What follows belongs to an exercise in optimizing a design on an open flow for small area, a short achievable clock period and few clock cycles per item; a production flow would make more cautious choices.
Function was checked by simulation only, so behaviour that the tests miss may differ from the original.

==> flow/design.v (excerpt) <==
module RSA_Encryptor(private_key, public_key, message_val, clk, start, rst, cal_done, cal_val);
	input 	[63:0] 	private_key;	 
	input 	[63:0] 	public_key;		 
	input 	[63:0] 	message_val;	 
	input 			clk;
	input 			start;
	input 			rst;
	output	reg		cal_done;
	output	reg [63:0]	cal_val;
	localparam IDLE  = 3'd0;
	localparam SETUP = 3'd1;	 
	localparam DIV   = 3'd2;	 
	localparam MUL   = 3'd3;	 
	localparam CPA   = 3'd4;	 
	localparam FIX   = 3'd5;	 
	localparam M_SQ  = 2'd0;	 
	localparam M_MX  = 2'd1;	 
	localparam M_FIN = 2'd2;	 
	reg [2:0]  state;
	reg [1:0]  mode;
	reg        first;		 
	reg        ph;			 
	reg        sg;			 
	reg [7:0]  cnt;
	reg [6:0]  ecnt;		 
	reg [63:0] N;
	reg [63:0] E;
	reg [64:0] X;			 
	reg [64:0] A;			 
	reg [65:0] S;			 
	reg [65:0] C;
	reg        k;			 
	reg [2:0]  v;			 
	reg [2:0]  ad;			 
	reg        idle;
	wire [65:0] cpa;
	cpa66 u_cpa(.a(S), .b(C), .ci(k), .s(cpa));
	wire [65:0] Sn, Cn;
	wire        kn;
	wire [2:0]  vn;
	wire [2:0]  dnext;
	wire [2:0]  abn = dnext * A[2:0];
	mont_step u_step(.S(S), .C(C), .v(v), .k(k), .a(ad), .abn(abn), .B(A), .N(N),
	                 .So(Sn), .Co(Cn), .ko(kn), .vo(vn));
	wire        fast  = N[63] && S[65:63] == 3'd0;
	wire        dstep = state == DIV && (fast || ph);
	wire [64:0] rem   = (fast || sg) ? S[64:0] : A[64:0];
	wire        ez  = ~|E;
	wire        divbit = ez ? (cnt == 8'd63) : X[63];
	wire [68:0] dsrc = (mode == M_MX) ? {4'b0, X} : {4'b0, A};
	assign      dnext = (mode == M_FIN) ? 3'd0 : dsrc[3*cnt[4:0]+3 +: 3];
	wire        nmx  = mode == M_SQ && E[63] && !first;
	wire        nfin = !nmx && ecnt <= 7'd1;
	wire [2:0]  d0   = nmx ? X[2:0] : (nfin ? 3'd1 : cpa[2:0]);
	wire [2:0]  ab0  = d0 * cpa[2:0];
	wire eshift = (state == SETUP || state == DIV) && !E[63] && ecnt != 7'd0;
	always @(posedge clk or posedge rst)
	begin
		if (rst)
		begin
			state    <= IDLE;
			idle     <= 1'b1;
			cal_done <= 1'b0;
		end
		else
		begin
			cal_done <= 1'b0;
			idle     <= 1'b0;
			case (state)
			IDLE:  if (start) state <= SETUP;
			       else idle <= 1'b1;
			SETUP: state <= DIV;
			DIV:   if (dstep && cnt == 8'd129) state <= CPA;
			MUL:   if (cnt == 8'd21) state <= CPA;
			CPA:   if (mode == M_FIN && !first) state <= FIX;
			       else state <= MUL;
			FIX:   begin
				cal_done <= 1'b1;
				idle     <= 1'b1;
  ...
clock: 10.0 ns
lec_check: 0
cap_margin: 20
core_margin: 2
core_utilization: 40
slew_margin: 20
run.sh (not shown) runs the stock make flow with config.mk's settings and CLKGATE_MAP_FILE= SYNTH_SCRIPT=/design/flow/synth_recipe.tcl, a recipe that flattens the netlist after the stock synthesis.
The baseline passed the timing, DRC and antenna checks.
Testbench counts at the start, summed over its fixed seeds: cycles 74,483, items 32.
Then changed:
==> flow/flow/run.sh (new file) <==
#!/bin/bash
# Layout flow: the standard layout (standard.sh, unchanged synthesis),
# with two repair settings changed:
#  - the input and output ports are buffered with buf_2 cells instead of the
#    default pick, a slow delay buffer;
#  - repair_timing aims for SETUP_SLACK_MARGIN ns of extra setup slack.
# The clock period and all constraints are the standard flow's.
set -euo pipefail
MARGIN=6.5
bash standard.sh "BUFFER_PORTS_ARGS=-buffer_cell sky130_fd_sc_hd__buf_2" \
	"SETUP_SLACK_MARGIN=${MARGIN}" finish > standard.log 2>&1
==> flow/standard.sh (new file) <==
#!/bin/bash
# synth_recipe.tcl (not shown) runs the flow's synth.tcl, then flattens the netlist and writes it again
# the make line also repeats each setting of config.mk as NAME=value (left out here)
make -C /OpenROAD-flow-scripts/flow DESIGN_CONFIG=/design/flow/config.mk WORK_HOME=/design/flow/orfs CLKGATE_MAP_FILE= SYNTH_SCRIPT=/design/flow/synth_recipe.tcl "${@:-finish}"
removed: flow/run.sh
Result: The new run finished clean. Final cell count came out higher by 3.0%. Worst hold slack gets worse by 6.6 ps. Die area does not change. Critical path depth decreases by 3.

* * *

The RTL this note starts from:
==> flow/design.v <==
module cpa66(a, b, ci, s);
input  [65:0] a;
input  [65:0] b;
input         ci;
output [65:0] s;
wire [65:0] p = a ^ b;
wire [65:0] g = a & b;
wire [65:0] G0 = {g[65:1], g[0] | (p[0] & ci)};
wire [65:0] P0 = p;
wire [65:0] G1 = {G0[65:1] | (P0[65:1] & G0[64:0]), G0[0:0]};
wire [65:0] P1 = {P0[65:1] & P0[64:0], P0[0:0]};
wire [65:0] G2 = {G1[65:2] | (P1[65:2] & G1[63:0]), G1[1:0]};
wire [65:0] P2 = {P1[65:2] & P1[63:0], P1[1:0]};
wire [65:0] G3 = {G2[65:4] | (P2[65:4] & G2[61:0]), G2[3:0]};
wire [65:0] P3 = {P2[65:4] & P2[61:0], P2[3:0]};
wire [65:0] G4 = {G3[65:8] | (P3[65:8] & G3[57:0]), G3[7:0]};
wire [65:0] P4 = {P3[65:8] & P3[57:0], P3[7:0]};
wire [65:0] G5 = {G4[65:16] | (P4[65:16] & G4[49:0]), G4[15:0]};
wire [65:0] P5 = {P4[65:16] & P4[49:0], P4[15:0]};
wire [65:0] G6 = {G5[65:32] | (P5[65:32] & G5[33:0]), G5[31:0]};
wire [65:0] P6 = {P5[65:32] & P5[33:0], P5[31:0]};
wire [65:0] G7 = {G6[65:64] | (P6[65:64] & G6[1:0]), G6[63:0]};
wire [65:0] P7 = {P6[65:64] & P6[1:0], P6[63:0]};
assign s = p ^ {G7[64:0], ci};
endmodule
module mont_step(S, C, v, k, a, abn, B, N, So, Co, ko, vo);
input  [65:0] S;
input  [65:0] C;
input  [2:0]  v;
input         k;
input  [2:0]  a;
input  [2:0]  abn;
input  [64:0] B;
input  [63:0] N;
output [65:0] So;
output [65:0] Co;
output        ko;
output [2:0]  vo;
wire [2:0] fs = S[2:0] ^ C[2:0] ^ v;
wire [2:0] fc = (S[2:0] & C[2:0]) | (S[2:0] & v) | (C[2:0] & v);
wire [2:0] u;
assign u[0] = fs[0];
assign u[1] = fs[1] ^ fc[0];
assign u[2] = fs[2] ^ fc[1] ^ (fs[1] & fc[0]);
wire [2:0] mn = {~N[2], ~N[1], 1'b1};	 
wire [2:0] q;
assign q[0] = u[0];
assign q[1] = u[1] ^ (mn[1] & u[0]);
assign q[2] = u[2] ^ (mn[1] & u[1]) ^ (mn[2] & u[0]) ^ (u[1] & mn[1] & u[0]);
wire [68:0] p0 = a[0] ? {4'b0, B} : 69'd0;
wire [68:0] p1 = {(a[1] ? {3'b0, B} : 68'd0), k};
wire [68:0] p2 = {(a[2] ? {2'b0, B} : 67'd0), 2'b0};
wire [68:0] r0 = q[0] ? {5'b0, N} : 69'd0;
wire [68:0] r1 = {(q[1] ? {4'b0, N} : 68'd0), 1'b0};
wire [68:0] r2 = {(q[2] ? {3'b0, N} : 67'd0), 2'b0};
wire [68:0] s0 = {3'b0, S};
wire [68:0] c0 = {3'b0, C};
wire [68:0] s1 = s0 ^ c0 ^ p0;
wire [68:0] c1 = {((s0 & c0) | (s0 & p0) | (c0 & p0)), 1'b0};
wire [68:0] s2 = s1 ^ c1 ^ p1;
wire [68:0] c2 = {((s1 & c1) | (s1 & p1) | (c1 & p1)), 1'b0};
wire [68:0] s3 = s2 ^ c2 ^ p2;
wire [68:0] c3 = {((s2 & c2) | (s2 & p2) | (c2 & p2)), 1'b0};
wire [68:0] s4 = r0 ^ r1 ^ r2;
wire [68:0] c4 = {((r0 & r1) | (r0 & r2) | (r1 & r2)), 1'b0};
wire [68:0] s5 = s3 ^ c3 ^ s4;
wire [68:0] c5 = {((s3 & c3) | (s3 & s4) | (c3 & s4)), 1'b0};
wire [68:0] s6 = s5 ^ c5 ^ c4;
wire [68:0] c6 = {((s5 & c5) | (s5 & c4) | (c5 & c4)), 1'b0};
assign So = s6[68:3];
assign Co = c6[68:3];
assign ko = |{s6[2:0], c6[2:1]};
wire [2:0] abn1 = abn + 3'd1;
assign vo = ko ? abn1 : abn;
endmodule
module RSA_Encryptor(private_key, public_key, message_val, clk, start, rst, cal_done, cal_val);
	input 	[63:0] 	private_key;	 
	input 	[63:0] 	public_key;		 
	input 	[63:0] 	message_val;	 
	input 			clk;
	input 			start;
	input 			rst;
	output	reg		cal_done;
	output	[63:0]	cal_val;
	localparam IDLE  = 3'd0;
	localparam SETUP = 3'd1;	 
	localparam DIV   = 3'd2;	 
	localparam MUL   = 3'd3;	 
	localparam CPA   = 3'd4;	 
	localparam FIX   = 3'd5;	 
	localparam M_SQ  = 2'd0;	 
	localparam M_MX  = 2'd1;	 
	localparam M_FIN = 2'd2;	 
	reg [2:0]  state;
	reg [1:0]  mode;
	reg        first;		 
	reg [7:0]  cnt;
	reg [6:0]  ecnt;		 
	reg [63:0] N;
	reg [63:0] E;
	reg [64:0] X;			 
	reg [64:0] A;			 
	reg [65:0] S;			 
	reg [65:0] C;
	reg        k;			 
	reg [2:0]  v;			 
	assign cal_val = A[63:0];
	reg [2:0]  ad;			 
	reg        idle;
	wire [65:0] cpa;
	cpa66 u_cpa(.a(S), .b(C), .ci(k), .s(cpa));
	wire [65:0] Sn, Cn;
	wire        kn;
	wire [2:0]  vn;
	wire [2:0]  dnext;
	wire [2:0]  abn = dnext * A[2:0];
	mont_step u_step(.S(S), .C(C), .v(v), .k(k), .a(ad), .abn(abn), .B(A), .N(N),
	                 .So(Sn), .Co(Cn), .ko(kn), .vo(vn));
	wire        ok  = ~cpa[65];
	wire [64:0] rem = ok ? cpa[64:0] : S[64:0];
	wire        ez  = ~|E;
	wire        divbit = ez ? (cnt == 8'd63) : (cnt[7:6] == 2'b00 && X[~cnt[5:0]]);
	wire [68:0] dsrc = (mode == M_MX) ? {4'b0, X} : {4'b0, A};
	assign      dnext = (mode == M_FIN) ? 3'd0 : dsrc[3*cnt[4:0]+3 +: 3];
	wire        nmx  = mode == M_SQ && E[63] && !first;
	wire        nfin = !nmx && ecnt <= 7'd1;
	wire [2:0]  d0   = nmx ? X[2:0] : (nfin ? 3'd1 : cpa[2:0]);
	wire [2:0]  ab0  = d0 * cpa[2:0];
	wire eshift = (state == SETUP || state == DIV) && !E[63] && ecnt != 7'd0;
	always @(posedge clk or posedge rst)
	begin
		if (rst)
		begin
			state    <= IDLE;
			idle     <= 1'b1;
			cal_done <= 1'b0;
		end
		else
		begin
			cal_done <= 1'b0;
			idle     <= 1'b0;
			case (state)
			IDLE:  if (start) state <= SETUP;
			       else idle <= 1'b1;
			SETUP: state <= DIV;
			DIV:   if (cnt == 8'd129) state <= CPA;
			MUL:   if (cnt == 8'd21) state <= CPA;
			CPA:   if (mode == M_FIN && !first) state <= FIX;
			       else state <= MUL;
			FIX:   begin
				cal_done <= 1'b1;
				idle     <= 1'b1;
				state    <= IDLE;
			end
			default: state <= IDLE;
			endcase
		end
	end
	always @(posedge clk)
	begin
		case (state)
		MUL:     begin S <= Sn; C <= Cn; k <= kn; end
		DIV:     begin
			S <= {rem, divbit};
			if (cnt == 8'd129) begin C <= 66'd0; k <= 1'b0; end
			else begin C <= {2'b11, ~N}; k <= 1'b1; end
		end
		SETUP:   begin S <= (N[63] && !ez) ? {3'b0, X[63:1]} : 66'd0; C <= {2'b11, ~N}; k <= 1'b1; end
		default: begin S <= 66'd0; C <= 66'd0; k <= 1'b0; end
		endcase
		if (idle)
		begin
			E    <= private_key;
			ecnt <= 7'd64;
		end
		else if (eshift)
		begin
			E    <= {E[62:0], 1'b0};
			ecnt <= ecnt - 7'd1;
		end
		else if (state == CPA && !(mode == M_FIN && !first) && !nmx && !nfin)
		begin
			E    <= {E[62:0], 1'b0};
			ecnt <= ecnt - 7'd1;
		end
		if (idle) N <= public_key;
		if (idle) X <= {1'b0, message_val};
		else if (state == CPA && first) X <= cpa[64:0];
		if (state == CPA) A <= cpa[64:0];
		else if (state == FIX) A <= (A == {1'b0, N}) ? 65'd0 : A;
		case (state)
		SETUP: cnt <= N[63] ? 8'd63 : 8'd0;
		DIV:   cnt <= cnt + 8'd1;
		MUL:   cnt <= cnt + 8'd1;
		default: cnt <= 8'd0;
		endcase
		if (state == DIV) first <= 1'b1;
		else if (state == CPA) first <= 1'b0;
		if (state == MUL)
		begin
			ad  <= dnext;
			v   <= vn;
		end
		else if (state == CPA)
		begin
			ad   <= d0;
			v    <= ab0;
			mode <= nmx ? M_MX : (nfin ? M_FIN : M_SQ);
		end
	end
endmodule
==> flow/config.mk <==
export PLATFORM = sky130hd
export DESIGN_NAME = RSA_Encryptor
export DESIGN_NICKNAME = RSA_Encryptor
export VERILOG_FILES = /design/flow/design.v
export SDC_FILE = /design/flow/constraint.sdc
export NUM_CORES = 4
export LEC_CHECK = 0
export CAP_MARGIN = 20
export CORE_MARGIN = 2
export CORE_UTILIZATION = 78
export SLEW_MARGIN = 20
export TNS_END_PERCENT = 2
==> flow/constraint.sdc <==
create_clock -name core_clock -period 10.0 [get_ports {clk}]
set_input_delay 2.0000 -clock core_clock [delete_from_list [all_inputs] [get_ports {clk}]]
set_output_delay 2.0000 -clock core_clock [all_outputs]
set_load 0.01 [all_outputs]
standard.sh (not shown) runs the stock make flow with config.mk's settings and CLKGATE_MAP_FILE= SYNTH_SCRIPT=/design/flow/synth_recipe.tcl, a recipe that flattens the netlist after the stock synthesis.
==> flow/flow/run.sh <==
#!/bin/bash
# Layout flow: the standard layout (standard.sh, unchanged synthesis),
# with two repair settings changed:
#  - the input and output ports are buffered with buf_2 cells instead of the
#    default pick, a slow delay buffer;
set -euo pipefail
bash standard.sh "BUFFER_PORTS_ARGS=-buffer_cell sky130_fd_sc_hd__buf_2" \
	"SETUP_SLACK_MARGIN=6.5" \
	finish > standard.log 2>&1
Testbench counts at the start, summed over its fixed seeds: cycles 71,074, items 32.
Edit:
--- a/flow/flow/run.sh
+++ b/flow/flow/run.sh
@@ -7,3 +7,3 @@
 bash standard.sh "BUFFER_PORTS_ARGS=-buffer_cell sky130_fd_sc_hd__buf_2" \
-	"SETUP_SLACK_MARGIN=6.5" \
+	"SETUP_SLACK_MARGIN=6" \
 	finish > standard.log 2>&1
- CORE_UTILIZATION: 78 -> 70
- TNS_END_PERCENT: 2 -> 5
After rerunning:
- The new run ran to the end with no violations
- cell area hardly moves
- critical path depth increases by 3
Edit:
--- a/flow/flow/run.sh
+++ b/flow/flow/run.sh
@@ -5,5 +5,7 @@
 #    default pick, a slow delay buffer;
+#  - repair_timing aims for SETUP_SLACK_MARGIN ns of extra setup slack.
+# The clock period and all constraints are the standard flow's.
 set -euo pipefail
+MARGIN=6.5
 bash standard.sh "BUFFER_PORTS_ARGS=-buffer_cell sky130_fd_sc_hd__buf_2" \
-	"SETUP_SLACK_MARGIN=6" \
-	finish > standard.log 2>&1
+	"SETUP_SLACK_MARGIN=${MARGIN}" finish > standard.log 2>&1
- CORE_UTILIZATION: 70 -> 40
- TNS_END_PERCENT: 5 -> unset
Die area went up by 73%.
Synthesized cell count is unchanged.
Core utilization decreases by 30 points.
Sequential cell count stays the same.
First-iteration DRC count came out lower by 40%.
Non-clock buffer count rises by 69.
Cell count climbs by 15%.
Synthesized area stays the same.
Clock-buffer cell count increases by 9.
Edit:
==> flow/flow/run.sh (replaced) <==
#!/bin/bash
# Layout flow: the standard layout (standard.sh, unchanged synthesis),
# with two repair settings changed:
#  - the input and output ports are buffered with buf_2 cells instead of the
#    default pick, a slow delay buffer;
set -euo pipefail
bash standard.sh "BUFFER_PORTS_ARGS=-buffer_cell sky130_fd_sc_hd__buf_2" \
	"SETUP_SLACK_MARGIN=6.5" \
	finish > standard.log 2>&1
- CORE_UTILIZATION: 40 -> 55
- TNS_END_PERCENT: unset -> 10
Outcome: Die area is lower by 27%. Wire length decreases by 0.70%. Non-clock buffer count drops by 31. Setup slack degrades by 13 ps. Sequential share of layout area rises by 1.3 points. Maximum frequency is about the same. Final cell count goes down by 8.3%. Via count came out higher by 1.2%. Register-to-register slack hardly moves.

## what the ideal ports hide
The flow's constraints put no driver on any port. The routed layouts listed below were extracted and timed again, unchanged, in two steps.
Step 1: set_driving_cell puts a clkbuf_16 on clk and a buf_2 on each other input, an assumption about the parent block.
Step 2 adds t to the input delays and takes it off the output delays; t is the mean of the earliest and latest rising clock arrival at the registers after step 1. Input paths then give back, and output paths get back, about the clock's delay inside the block.
Slacks: ideal ports / drivers / drivers and shift; pairs: ideal ports / drivers.
| run | t, ns | setup slack, ns | hold slack, ns | latest minus earliest clock arrival (ns) | worst register clock-pin slew, ns |
|---|---|---|---|---|---|
| the first run of note 1 | 0.728 | 4.711 / 4.711 / 4.711 | 0.518 / 0.518 / 0.518 | 0.019 / 0.019 | 0.07 / 0.07 |
| the second run of note 1 | 0.711 | 5.379 / 5.379 / 5.379 | 0.511 / 0.511 / 0.511 | 0.026 / 0.026 | 0.07 / 0.07 |
| the first run of note 2 | 0.688 | 5.320 / 5.320 / 5.320 | 0.516 / 0.516 / 0.516 | 0.035 / 0.035 | 0.07 / 0.07 |
| the second run of note 2 | 0.678 | 5.426 / 5.426 / 5.426 | 0.512 / 0.512 / 0.512 | 0.027 / 0.027 | 0.07 / 0.07 |
| the third run of note 2 | 0.693 | 5.409 / 5.409 / 5.409 | 0.516 / 0.516 / 0.516 | 0.014 / 0.014 | 0.07 / 0.07 |
| the fourth run of note 2 | 0.693 | 5.396 / 5.396 / 5.396 | 0.515 / 0.515 / 0.515 | 0.017 / 0.017 | 0.07 / 0.07 |
After both steps every run listed still meets setup and hold.
